This design comes from an exercise in tuning for small area, a short achievable clock period and few clock cycles per item on the open sky130 flow, not from production work. Where RTL was checked, it was by simulation tests only, not by an equivalence proof against the original. Power is estimated from default activity; no workload was simulated.

run A:
==> flow/design.v (excerpt) <==
module fpadder (output logic [31:0] sum, output logic ready,
                input logic [31:0] a, input logic clock, nreset);
For scale: roughly 1400 cells after synthesis, roughly 70 flip-flops, roughly 67 I/O pins, about 8800 sq um of cells after synthesis.
==> flow/config.mk <==
export PLATFORM = sky130hd
export DESIGN_NAME = fpadder
export DESIGN_NICKNAME = fpadder
export VERILOG_FILES = /design/flow/design.v
export SDC_FILE = /design/flow/constraint.sdc
export NUM_CORES = 4
export LEC_CHECK = 0
export ABC_AREA = 1
export CAP_MARGIN = 20
export CORE_MARGIN = 2
export CORE_UTILIZATION = 40
export SLEW_MARGIN = 20
==> flow/constraint.sdc <==
create_clock -name core_clock -period 20.0 [get_ports {clock}]
set_input_delay 4.0000 -clock core_clock [delete_from_list [all_inputs] [get_ports {clock}]]
set_output_delay 4.0000 -clock core_clock [all_outputs]
set_load 0.01 [all_outputs]
standard.sh (not shown) runs the stock make flow with config.mk's settings and CLKGATE_MAP_FILE= SYNTH_SCRIPT=/design/flow/synth_recipe.tcl, a recipe that flattens the netlist after the stock synthesis.
==> flow/flow/run.sh <==
#!/bin/bash
# Standard ORFS flow (the standard.sh) with two changes to how the layout
# is made: repair_timing is asked to leave a setup margin, so that it shortens
# the critical path well below the clock period, and the port buffers use a
# plain buffer cell instead of the delay cell buffer_ports picks by default.
set -uo pipefail
bash standard.sh SETUP_SLACK_MARGIN=10 "BUFFER_PORTS_ARGS=-buffer_cell sky130_fd_sc_hd__buf_2" finish > standard.log 2>&1
Run A went all the way through synthesis, placement and routing and the layout is clean on timing, DRC and antenna.
Testbench counts of run A, summed over its fixed seeds: cycles 9,600, items 3,200.
Changes in run B relative to run A:
- clearing ABC_AREA, which used to be 1
==> flow/flow/run.sh <==
#!/bin/bash
# Standard ORFS flow, with repair_timing asked to leave a setup margin so
# that it shortens the critical path well below the clock period.
set -uo pipefail
bash standard.sh SETUP_SLACK_MARGIN=14 finish > standard.log 2>&1
--- outcome ---
- Synthesized area ends up higher on run A.
- Sum of met2 wire segment lengths after detailed routing, run B and run A: lower on run A
- Comparing run B and run A, the higher part of the total power dissipated in combinational logic was measured on run B.
- From run A to run B the numbers moved as follows: chip width fell by about 2.5%, total power rose by 0.25 mW, global-route usage rose by 3.0 points, period utilization fell by 2.5 points.
- | number of distinct library cell variants in the gate-level netlist after synthesis | lower: run A |
### run B -> run C
- CORE_UTILIZATION: 40 -> 50
==> flow/flow/run.sh <==
#!/bin/bash
# Standard ORFS flow (the standard.sh) with two changes to how the layout
# is made: repair_timing is asked to leave a setup margin, so that it shortens
# the critical path well below the clock period, and the port buffers use a
# plain buffer cell instead of the delay cell buffer_ports picks by default.
set -uo pipefail
bash standard.sh SETUP_SLACK_MARGIN=11 "BUFFER_PORTS_ARGS=-buffer_cell sky130_fd_sc_hd__buf_2" finish > standard.log 2>&1
[summary]
- Compared with run B, run C shows a higher average vias per placed instance.
- Re met3 track demand over resource in global routing: run B was higher than run C.
- On run C: detailed-routing wirelength on met1 is about 9% lower than what run B gave.
- Changes observed in run C relative to run B: leakage component of the power decreased by about 12% relative to the old numbers; setup slack decreased by 0.20 ns relative to the old numbers; starting density of the core increased 9.7 points; detailed-router iteration count before antenna repair picked up an extra 1.
- Run C against run B: via count fell 5.4%, area growth from synthesis to final layout fell 21 points.
- Cmp run C vs run B: power lower in run C
- Compared with run B, run C shows a longest individual stage delay on the worst path that is 0.10 ns higher.

---

Another version of the RTL of fpadder (not shown whole).
For scale: roughly 1500 cells after synthesis, about 70 flip-flops, roughly 67 I/O pins, about 8600 sq um of cells after synthesis.
Design fpadder, start of the top module:
module fpadder (output logic [31:0] sum, output logic ready,
                input logic [31:0] a, input logic clock, nreset);
clock: 20.0 ns
lec_check: 0
abc_area: 1
cap_margin: 20
core_margin: 2
core_utilization: 50
cts_buf_list: sky130_fd_sc_hd__clkbuf_8
slew_margin: 20
tns_end_percent: 0
==> flow/flow/run.sh <==
#!/bin/bash
# Standard ORFS flow (the standard.sh, run unchanged) with these changes
# to how the layout is made, passed as make variables:
#  - ADDER_MAP_FILE= : synthesis leaves adders as plain gates for ABC to map
#    (no extraction into ripple chains of full/half adder cells);
#  - SETUP_SLACK_MARGIN : repair_timing is asked to leave a setup margin, so
#    it shortens the critical path well below the clock period;
#  - BUFFER_PORTS_ARGS : the port buffers use a plain buffer cell instead of
#    the delay cell that buffer_ports picks by default.
# All tool output goes to standard.log and ORFS's own logs under orfs/logs.
set -uo pipefail
bash standard.sh SETUP_SLACK_MARGIN=12.5 "BUFFER_PORTS_ARGS=-buffer_cell sky130_fd_sc_hd__buf_1" ADDER_MAP_FILE= finish > standard.log 2>&1
Change:
--- a/flow/flow/run.sh
+++ b/flow/flow/run.sh
@@ -10,3 +10,3 @@
 # All tool output goes to standard.log and ORFS's own logs under orfs/logs.
 set -uo pipefail
-bash standard.sh SETUP_SLACK_MARGIN=12.5 "BUFFER_PORTS_ARGS=-buffer_cell sky130_fd_sc_hd__buf_1" ADDER_MAP_FILE= finish > standard.log 2>&1
+bash standard.sh SETUP_SLACK_MARGIN=12.25 "BUFFER_PORTS_ARGS=-buffer_cell sky130_fd_sc_hd__buf_1" ADDER_MAP_FILE= finish > standard.log 2>&1
Settings changed: GPL_ROUTABILITY_DRIVEN set to 0, PLACE_DENSITY set to 0.8.
Outcome: First-iteration DRC count rises by 38%. Sequential power hardly moves. Worst setup slack is worse by 0.031 ns.
Function was not checked in any run of this note: the RTL went through the layout flow alone.

-- re-timing with driven ports --
How much do the figures lean on ideal ports? The routed layouts below were timed once more, with nothing changed but the port constraints.
Step 1 sets driving cells, clkbuf_16 on the clock port and buf_2 on the other inputs (assumed; they add their load-dependent delay and slew).
Step 2, shift: input delay + t, output delay - t, t = (earliest + latest rising clock arrival at the registers) / 2. This alone moves slack from input paths to output paths.
Slacks: no drivers / after step 1 / after step 2; pairs: no drivers / after step 1.
run	t (ns)	setup WS [ns]	clock arrival spread, ns	worst register clock-pin slew, ns	pins driven straight from the clock port
run A	0.396	10.582 / 10.595 / 10.208	0.017 / 0.017	0.07 / 0.07	1
run B	0.393	11.079 / 11.061 / 10.668	0.012 / 0.012	0.06 / 0.06	1
run C	0.389	10.877 / 10.859 / 10.470	0.013 / 0.012	0.06 / 0.06	1
the first run of note 2	0.411	12.507 / 12.465 / 12.264	0.031 / 0.031	0.11 / 0.11	1
the second run of note 2	0.403	12.476 / 12.439 / 12.148	0.016 / 0.017	0.09 / 0.09	1
After both steps every run listed still meets setup and hold. For run B, which loses most, drivers alone change the setup slack by -0.018 ns; drivers and shift together by -0.411 ns.
